From an optimization exercise on the open Yosys and OpenROAD flow, aimed at small area, a short achievable clock period and few clock cycles; shortcuts taken in it are not production practice. Power figures rest on the tool's default switching activity, not on a simulated workload.

// reuleaux
module reuleaux(input logic clk, input logic rst_n, input logic [2:0] colour,
                input logic [7:0] centre_x, input logic [6:0] centre_y, input logic [7:0] diameter,
                input logic start, output logic done,
                output logic [7:0] vga_x, output logic [6:0] vga_y,
                output logic [2:0] vga_colour, output logic vga_plot);
For scale: about 1400 cells after synthesis, roughly 110 flip-flops, ~49 I/O pins.
Settings: LEC_CHECK=0, ABC_AREA=1, CAP_MARGIN=20, CORE_MARGIN=2, CORE_UTILIZATION=40, SLEW_MARGIN=20; clock period 20.0 ns.
standard.sh (not shown) runs the stock make flow with config.mk's settings and CLKGATE_MAP_FILE= SYNTH_SCRIPT=/design/flow/synth_recipe.tcl, a recipe that flattens the netlist after the stock synthesis.
==> flow/flow/run.sh <==
#!/bin/bash
# The standard layout (the standard.sh: standard synthesis, then ORFS to
# finish), with one change: the buffers that ORFS puts on every input and
# output port are sky130_fd_sc_hd__buf_2 instead of the resizer's default pick.
set -euo pipefail
export BUFFER_PORTS_ARGS="-buffer_cell sky130_fd_sc_hd__buf_2"
bash standard.sh > standard.log 2>&1
Next try:
--- a/flow/design.v
+++ b/flow/design.v
@@ -89,83 +89,90 @@
 logic       swp;                  
 logic       wfin;                 
 logic       dec;                  
 logic [6:0] noy;
 logic [7:0] nox;
 logic [8:0] ncrit;
 logic       ndec, nstop, nswa, nswc;
 logic [7:0] oyx;
 assign oyx = {1'b0, oy};
 assign swp = (swa & ge8({1'b0, y1r}, ox)) | swc;
 always_comb begin
-    noy   = oy + 7'd1;
-    ndec  = !(crit[8] || crit == 9'd0);
-    nox   = ndec ? ox - 8'd1 : ox;
-    ncrit = crit + {1'b0, oy, 1'b1} - (ndec ? {ox, 1'b0} : 9'd0);
-    nstop = ge8({1'b0, noy}, nox);
+    logic [8:0] ca, cb;
+    logic sa, sb;
+    noy  = oy + 7'd1;
+    ndec = !(crit[8] || crit == 9'd0);
+    nox  = ndec ? ox - 8'd1 : ox;
+    ca   = crit + {1'b0, oy, 1'b1};
+    cb   = crit + {1'b0, oy, 1'b1} - {ox, 1'b0};
+    ncrit = ndec ? cb : ca;
+    sa   = ge8({1'b0, noy}, ox);
+    sb   = (ox != 8'd0) && ge_sum({2'b0, noy}, 9'd1, {1'b1, ~ox}, 1'b1);    
+    nstop = ndec ? sb : sa;
     if (!d_r[7] && h != 7'd0 && ge8(oyx, {1'b0, y1r}) && ge8(oyx, {1'b0, h})) nstop = 1'b1;
-    nswa = swa | d_r[7] | ge8({1'b0, noy}, {1'b0, h});
-    nswc = swc | ge8({1'b0, h}, nox);
+    nswa = swa | d_r[7] | ge_sum({2'b0, oy}, 9'd1, {2'b11, ~h}, 1'b1);    
+    nswc = swc | ge_sum({2'b0, h}, 9'd1, {1'b1, ~ox}, 1'b1);             
 end
 logic [7:0] p, q;
 assign p = ph ? {1'b0, oy} : ox;
 assign q = ph ? ox : {1'b0, oy};
 logic [5:0] ev;
 always_comb begin
     logic [8:0] s;
     logic wa, wb, q_le_h;
     logic a1, a2, a3p, a3m, u, tp, tm;
     logic [7:0] nh;
     nh      = ~{1'b0, h} + 8'd1;                  
     wa      = ge8(p, {1'b0, h}) & ge8({h, 1'b0}, p);
     wb      = ge8(p, {nh[6:0], 1'b0}) & ge8(nh, p);
     q_le_h  = ge8({1'b0, h}, q);
     s   = add8(x1r, p ^ {8{f2}}, f2);
     a1  = f1 & (f2 ? wa : wb) & lt160(s[7:0]);
     s   = add8(x2r, p ^ {8{!f1}}, !f1);
     a2  = f2 & (f1 ? wa : wb) & lt160(s[7:0]);
     s   = add8(cx_r, q, 1'b0); a3p = f1 & f2 & q_le_h & lt160(s[7:0]);
     s   = sub8(cx_r, q);       a3m = f1 & f2 & q_le_h & lt160(s[7:0]);
-    u   = ge8({1'b0, y1r}, q) & (y1r[6:3] != 4'hf || q[7:3] != 5'd0 || q[2:0] > y1r[2:0]);
+    s   = sub8({1'b0, y1r}, q); u = s[8] & (s[6:0] < 7'd120);
     s   = add8({1'b0, y3r}, p, 1'b0); tp = !s[8] & !s[7] & (s[6:0] < 7'd120) & ge8({1'b0, s[6:0]}, {1'b0, y1r});
     s   = sub8({1'b0, y3r}, p);       tm = s[8] & (s[6:0] < 7'd120) & ge8({1'b0, s[6:0]}, {1'b0, y1r});
-    ev[0] = a1 & u;                             
-    ev[1] = a2 & u & !(f1 & f2 & p == {1'b0, h});   
-    ev[2] = a3p & tp;                           
-    ev[3] = a3m & tp & (q != 8'd0);             
-    ev[4] = a3m & tm & (q != 8'd0);             
-    ev[5] = a3p & tm;                           
+    ev[0] = a1 & u;      
+    ev[1] = a2 & u;      
+    ev[2] = a3p & tp;    
+    ev[3] = a3m & tp;    
+    ev[4] = a3m & tm;    
+    ev[5] = a3p & tm;    
 end
 logic [5:0] mask, pick, rem;
 logic       mph, madv;            
-assign pick = {mask[5] & ~|mask[4:0], mask[4] & ~|mask[3:0], mask[3] & ~|mask[2:0],
-               mask[2] & ~|mask[1:0], mask[1] & ~mask[0], mask[0]};
+assign pick = mask & (~mask + 6'd1);
 assign rem  = mask & ~pick;
-logic [7:0] pox;
+logic [7:0] pox, pp, pq;
 logic [6:0] poy;
 assign pox = ox + {7'd0, madv & dec};
 assign poy = oy - {6'd0, madv};
+assign pp  = mph ? {1'b0, poy} : pox;
+assign pq  = mph ? pox : {1'b0, poy};
 logic a12, selx1, xsub, sely3, ysub;
 assign a12   = |pick[1:0];
 assign selx1 = pick[0];
 assign xsub  = (pick[0] & f2) | (pick[1] & !f1) | pick[3] | pick[4];
 assign sely3 = ~a12;
 assign ysub  = a12 | pick[4] | pick[5];
 logic [7:0] px_c, px_o, py_o;
 logic [6:0] py_c;
 logic [8:0] pxs, pys;
 always_comb begin
     px_c = selx1 ? x1r : pick[1] ? x2r : cx_r;
-    px_o = (a12 ^ mph) ? pox : {1'b0, poy};
+    px_o = a12 ? pp : pq;
     py_c = sely3 ? y3r : y1r;
-    py_o = (a12 ^ mph) ? {1'b0, poy} : pox;
+    py_o = a12 ? pq : pp;
     pxs  = {1'b0, px_c} + {1'b0, px_o ^ {8{xsub}}} + {8'd0, xsub};
     pys  = {2'b0, py_c} + {1'b0, py_o ^ {8{ysub}}} + {8'd0, ysub};
 end
 logic load, adv;
 assign load = (rem == 6'd0) && !wfin;
 assign adv  = ph || !swp;
 always_ff @(posedge clk) begin
     vga_x <= pxs[7:0];
     vga_y <= pys[6:0];
     if (!rst_n) begin
         st       <= S_IDLE;
After rerunning: Critical path depth stays the same. Cell area came out higher by 1.6%. Die area came out higher by about 2%. Utilization came out lower by 0.43 points. Sequential power stays flat. Via count came out higher by 2.8%. Global-route usage came out higher by 0.16 points. Setup slack loses 3.6 ps. Sequential cell count is unchanged. Total power came out lower by 4.9%. Sequential share of layout area came out lower by 0.35 points. Synthesized area came out higher by 1.9%. Hold slack is about the same.
Function was not checked in any run of this note: the RTL went through the layout flow alone.

========
The RTL this note starts from:
==> flow/design.v <==
module reuleaux(input logic clk, input logic rst_n, input logic [2:0] colour,
                input logic [7:0] centre_x, input logic [6:0] centre_y, input logic [7:0] diameter,
                input logic start, output logic done,
                output logic [7:0] vga_x, output logic [6:0] vga_y,
                output logic [2:0] vga_colour, output logic vga_plot);
function automatic logic [6:0] e1f(input logic [7:0] d);
    e1f[0] = 256'h011337fc880113377eecc880113377feec880113377feecc80113377feecc880 >> d;
    e1f[1] = 256'h011337f0000113377fffffffeecc880000000113377fffffffeecc8800000000 >> d;
    e1f[2] = 256'h011337f0000113377ffffffffffffffffffffeecc88000000000000000000000 >> d;
    e1f[3] = 256'hfeecc80ffffeecc8800000000000000000000000000000000000000000000000 >> d;
    e1f[4] = 256'h0000000000000000000000000000000000000000000000000000000000000000 >> d;
    e1f[5] = 256'h0000000000000000000000000000000000000000000000000000000000000000 >> d;
    e1f[6] = 256'hfffffff000000000000000000000000000000000000000000000000000000000 >> d;
endfunction
function automatic logic [6:0] e3f(input logic [7:0] d);
    e3f[0] = 256'h7fa8faa58055015f157f57fa5feafea8fa818057055f15fe57fa7faafea0ea80 >> d;
    e3f[1] = 256'h8000000affaafea0ea80a800a00000000002ffa8faa0ea00a800800000000000 >> d;
    e3f[2] = 256'h0000000000000000000000000000000000000000000000000000000000000000 >> d;
    e3f[3] = 256'h0000000000000000000000000000000000000000000000000000000000000000 >> d;
    e3f[4] = 256'h0000000000000000000000000000000000000000000000000000000000000000 >> d;
    e3f[5] = 256'h0000000000000000000000000000000000000000000000000000000000000000 >> d;
    e3f[6] = 256'h0000000ffffffffffffffffffffffffffffc0000000000000000000000000000 >> d;
endfunction
function automatic logic [8:0] add8(input logic [7:0] a, input logic [7:0] b, input logic cin);
    logic c;
    logic [8:0] s;
    c = cin;
    for (int i = 0; i < 8; i++) begin
        s[i] = a[i] ^ b[i] ^ c;
        c    = (a[i] & b[i]) | (a[i] & c) | (b[i] & c);
    end
    s[8] = c;
    add8 = s;
endfunction
function automatic logic [8:0] sub8(input logic [7:0] a, input logic [7:0] b);
    sub8 = add8(a, ~b, 1'b1);
endfunction
function automatic logic ge8(input logic [7:0] a, input logic [7:0] b);
    logic c;
    c = 1'b1;
    for (int i = 0; i < 8; i++) c = (a[i] & ~b[i]) | (a[i] & c) | (~b[i] & c);
    ge8 = c;
endfunction
function automatic logic ge_sum(input logic [8:0] a, input logic [8:0] b, input logic [8:0] c,
                                input logic cin);
    logic [8:0] t, k;
    logic cy;
    t  = a ^ b ^ c;
    k  = (a & b) | (a & c) | (b & c);
    cy = (t[0] & cin);
    for (int i = 1; i < 9; i++) cy = (t[i] & k[i-1]) | (t[i] & cy) | (k[i-1] & cy);
    ge_sum = k[8] | cy;
endfunction
function automatic logic lt160(input logic [7:0] x);
    lt160 = !(x[7] && (x[6] || x[5]));
endfunction
localparam logic [1:0] S_IDLE = 2'd0, S_SETUP = 2'd1, S_RUN = 2'd2, S_DONE = 2'd3;
logic [1:0] st;
logic [7:0] cx_r, d_r;
logic [6:0] cy_r;
logic [7:0] x1r, x2r;             
logic       f1, f2;               
logic [6:0] y1r, y3r;             
logic [6:0] h;
logic [8:0] x1w, x2w;
assign h   = d_r[7:1];
assign x1w = add8(cx_r, {1'b0, h}, 1'b0);
assign x2w = sub8(cx_r, {1'b0, h});
logic f1_now;
assign f1_now = x2w[8];
always_ff @(posedge clk) begin
    cx_r       <= centre_x;
    cy_r       <= centre_y;
    d_r        <= diameter;
    vga_colour <= colour;
    x1r        <= x1w[7:0];
    x2r        <= x2w[7:0];
    f1         <= x2w[8];
    f2         <= !x1w[8];
    y1r        <= cy_r + {1'b0, d_r[7:2]} + e1f(d_r);
    y3r        <= cy_r - d_r[7:1] - {3'b0, d_r[7:4]} - e3f(d_r);
end
logic [7:0] ox;
logic [6:0] oy;
logic [8:0] crit;
logic       ph;                   
logic       swa;                  
logic       swc;                  
logic       swp;                  
logic       wfin;                 
logic       dec;                  
logic [6:0] noy;
logic [7:0] nox;
logic [8:0] ncrit;
logic       ndec, nstop, nswa, nswc;
logic [7:0] oyx;
assign oyx = {1'b0, oy};
assign swp = (swa & ge8({1'b0, y1r}, ox)) | swc;
always_comb begin
    noy   = oy + 7'd1;
    ndec  = !(crit[8] || crit == 9'd0);
    nox   = ndec ? ox - 8'd1 : ox;
    ncrit = crit + {1'b0, oy, 1'b1} - (ndec ? {ox, 1'b0} : 9'd0);
    nstop = ge8({1'b0, noy}, nox);
    if (!d_r[7] && h != 7'd0 && ge8(oyx, {1'b0, y1r}) && ge8(oyx, {1'b0, h})) nstop = 1'b1;
    nswa = swa | d_r[7] | ge8({1'b0, noy}, {1'b0, h});
    nswc = swc | ge8({1'b0, h}, nox);
end
logic [7:0] p, q;
assign p = ph ? {1'b0, oy} : ox;
assign q = ph ? ox : {1'b0, oy};
logic [5:0] ev;
always_comb begin
    logic [8:0] s;
    logic wa, wb, q_le_h;
    logic a1, a2, a3p, a3m, u, tp, tm;
    logic [7:0] nh;
    nh      = ~{1'b0, h} + 8'd1;                  
    wa      = ge8(p, {1'b0, h}) & ge8({h, 1'b0}, p);
    wb      = ge8(p, {nh[6:0], 1'b0}) & ge8(nh, p);
    q_le_h  = ge8({1'b0, h}, q);
    s   = add8(x1r, p ^ {8{f2}}, f2);
    a1  = f1 & (f2 ? wa : wb) & lt160(s[7:0]);
    s   = add8(x2r, p ^ {8{!f1}}, !f1);
    a2  = f2 & (f1 ? wa : wb) & lt160(s[7:0]);
    s   = add8(cx_r, q, 1'b0); a3p = f1 & f2 & q_le_h & lt160(s[7:0]);
    s   = sub8(cx_r, q);       a3m = f1 & f2 & q_le_h & lt160(s[7:0]);
    u   = ge8({1'b0, y1r}, q) & (y1r[6:3] != 4'hf || q[7:3] != 5'd0 || q[2:0] > y1r[2:0]);
    s   = add8({1'b0, y3r}, p, 1'b0); tp = !s[8] & !s[7] & (s[6:0] < 7'd120) & ge8({1'b0, s[6:0]}, {1'b0, y1r});
    s   = sub8({1'b0, y3r}, p);       tm = s[8] & (s[6:0] < 7'd120) & ge8({1'b0, s[6:0]}, {1'b0, y1r});
    ev[0] = a1 & u;      
    ev[1] = a2 & u;      
    ev[2] = a3p & tp;    
    ev[3] = a3m & tp;    
    ev[4] = a3m & tm;    
    ev[5] = a3p & tm;    
end
logic [5:0] mask, pick, rem;
logic       mph, madv;            
assign pick = mask & (~mask + 6'd1);
assign rem  = mask & ~pick;
logic [7:0] pox;
logic [6:0] poy;
assign pox = ox + {7'd0, madv & dec};
assign poy = oy - {6'd0, madv};
logic a12, selx1, xsub, sely3, ysub;
assign a12   = |pick[1:0];
assign selx1 = pick[0];
assign xsub  = (pick[0] & f2) | (pick[1] & !f1) | pick[3] | pick[4];
assign sely3 = ~a12;
assign ysub  = a12 | pick[4] | pick[5];
logic [7:0] px_c, px_o, py_o;
logic [6:0] py_c;
logic [8:0] pxs, pys;
always_comb begin
    px_c = selx1 ? x1r : pick[1] ? x2r : cx_r;
    px_o = (a12 ^ mph) ? pox : {1'b0, poy};
    py_c = sely3 ? y3r : y1r;
    py_o = (a12 ^ mph) ? {1'b0, poy} : pox;
    pxs  = {1'b0, px_c} + {1'b0, px_o ^ {8{xsub}}} + {8'd0, xsub};
    pys  = {2'b0, py_c} + {1'b0, py_o ^ {8{ysub}}} + {8'd0, ysub};
end
logic load, adv;
assign load = (rem == 6'd0) && !wfin;
assign adv  = ph || !swp;
always_ff @(posedge clk) begin
    vga_x <= pxs[7:0];
    vga_y <= pys[6:0];
    if (!rst_n) begin
        st       <= S_IDLE;
        done     <= 1'b0;
        vga_plot <= 1'b0;
        mask     <= 6'd0;
        wfin     <= 1'b1;
    end else begin
        case (st)
        S_IDLE: begin
            vga_plot <= 1'b0;
            mask     <= 6'd0;
            wfin     <= 1'b1;
            if (start) st <= S_SETUP;
        end
        S_SETUP: begin
            if (!f1_now && !d_r[7]) begin
                st   <= S_DONE;
                done <= 1'b1;
            end else begin
                st   <= S_RUN;
                wfin <= 1'b0;
            end
        end
        S_RUN: begin
            vga_plot <= |mask;
            if (load) begin
                mask <= ev;
                if (adv) wfin <= nstop;
            end else begin
                mask <= rem;
            end
            if (wfin && mask == 6'd0) begin
                st   <= S_DONE;
                done <= 1'b1;
            end
        end
        S_DONE: begin
            vga_plot <= 1'b0;
            if (!start) begin
                st   <= S_IDLE;
                done <= 1'b0;
            end
        end
        endcase
    end
end
always_ff @(posedge clk) begin
    if (st == S_SETUP) begin
        ox   <= d_r;
        oy   <= 7'd0;
        crit <= 9'd1 - {1'b0, d_r};
        ph   <= 1'b0;
        swa  <= d_r[7] || d_r[7:1] == 7'd0;
        swc  <= d_r[7:1] == 7'd0;
    end else if (load) begin
        mph  <= ph;
        madv <= adv;
        if (adv) begin
            ox   <= nox;
            oy   <= noy;
            crit <= ncrit;
            dec  <= ndec;
            swa  <= nswa;
            swc  <= nswc;
            ph   <= 1'b0;
        end else begin
            ph   <= 1'b1;
        end
    end
end
endmodule
Settings: LEC_CHECK=0, ABC_AREA=1, CAP_MARGIN=20, CORE_MARGIN=2, CORE_UTILIZATION=40, CTS_BUF_LIST=sky130_fd_sc_hd__clkbuf_8, SLEW_MARGIN=20; clock period 20.0 ns.
Scripts as last shown in full above: flow/flow/run.sh
Next try:
--- a/flow/design.v
+++ b/flow/design.v
@@ -128,16 +128,17 @@
     u   = ge8({1'b0, y1r}, q) & (y1r[6:3] != 4'hf || q[7:3] != 5'd0 || q[2:0] > y1r[2:0]);
     s   = add8({1'b0, y3r}, p, 1'b0); tp = !s[8] & !s[7] & (s[6:0] < 7'd120) & ge8({1'b0, s[6:0]}, {1'b0, y1r});
     s   = sub8({1'b0, y3r}, p);       tm = s[8] & (s[6:0] < 7'd120) & ge8({1'b0, s[6:0]}, {1'b0, y1r});
-    ev[0] = a1 & u;      
-    ev[1] = a2 & u;      
-    ev[2] = a3p & tp;    
-    ev[3] = a3m & tp;    
-    ev[4] = a3m & tm;    
-    ev[5] = a3p & tm;    
+    ev[0] = a1 & u;                             
+    ev[1] = a2 & u & !(f1 & f2 & p == {1'b0, h});   
+    ev[2] = a3p & tp;                           
+    ev[3] = a3m & tp & (q != 8'd0);             
+    ev[4] = a3m & tm & (q != 8'd0);             
+    ev[5] = a3p & tm;                           
 end
 logic [5:0] mask, pick, rem;
 logic       mph, madv;            
-assign pick = mask & (~mask + 6'd1);
+assign pick = {mask[5] & ~|mask[4:0], mask[4] & ~|mask[3:0], mask[3] & ~|mask[2:0],
+               mask[2] & ~|mask[1:0], mask[1] & ~mask[0], mask[0]};
 assign rem  = mask & ~pick;
 logic [7:0] pox;
 logic [6:0] poy;
Power grows by 0.45%; routed wire length shrinks by 1.4%; setup slack loses 0.017 ns; via count shrinks by 3.0%; core utilization grows by 0.17 points; sequential power grows by about 2%; synthesized cell count shrinks by about 2.7%.
No functional check of the RTL was part of any run of this note.

==> port drivers added, routing unchanged <==
How much do the figures lean on ideal ports? The routed layouts below were timed once more, with nothing changed but the port constraints. Step 1 sets driving cells, clkbuf_16 on the clock port and buf_2 on the other inputs (assumed; they add their load-dependent delay and slew). Step 2, shift: input delay + t, output delay - t, t = (earliest + latest rising clock arrival at the registers) / 2. This alone moves slack from input paths to output paths. Three values: ideal, step 1, step 2; two values: the first two.
| run | t (ns) | setup WS [ns] | hold WS [ns] | worst setup path at the end | latest minus earliest clock arrival (ns) |
|---|---|---|---|---|---|
| the first run of note 1 | 0.473 | 15.123 / 15.075 / 15.107 | 0.459 / 0.459 / 0.459 | input to register | 0.010 / 0.010 |
| the second run of note 1 | 0.472 | 15.120 / 15.073 / 15.121 | 0.457 / 0.457 / 0.457 | register to register | 0.012 / 0.012 |
| the first run of note 2 | 0.484 | 15.086 / 15.045 / 15.118 | 0.451 / 0.451 / 0.451 | input to register | 0.014 / 0.014 |
| the second run of note 2 | 0.510 | 15.069 / 15.025 / 15.111 | 0.463 / 0.463 / 0.463 | input to register | 0.013 / 0.013 |
After both steps setup and hold are still met in every run listed. The setup slack of the first run of note 1, which loses most, moves by -0.048 ns with the drivers and by -0.016 ns with both steps.
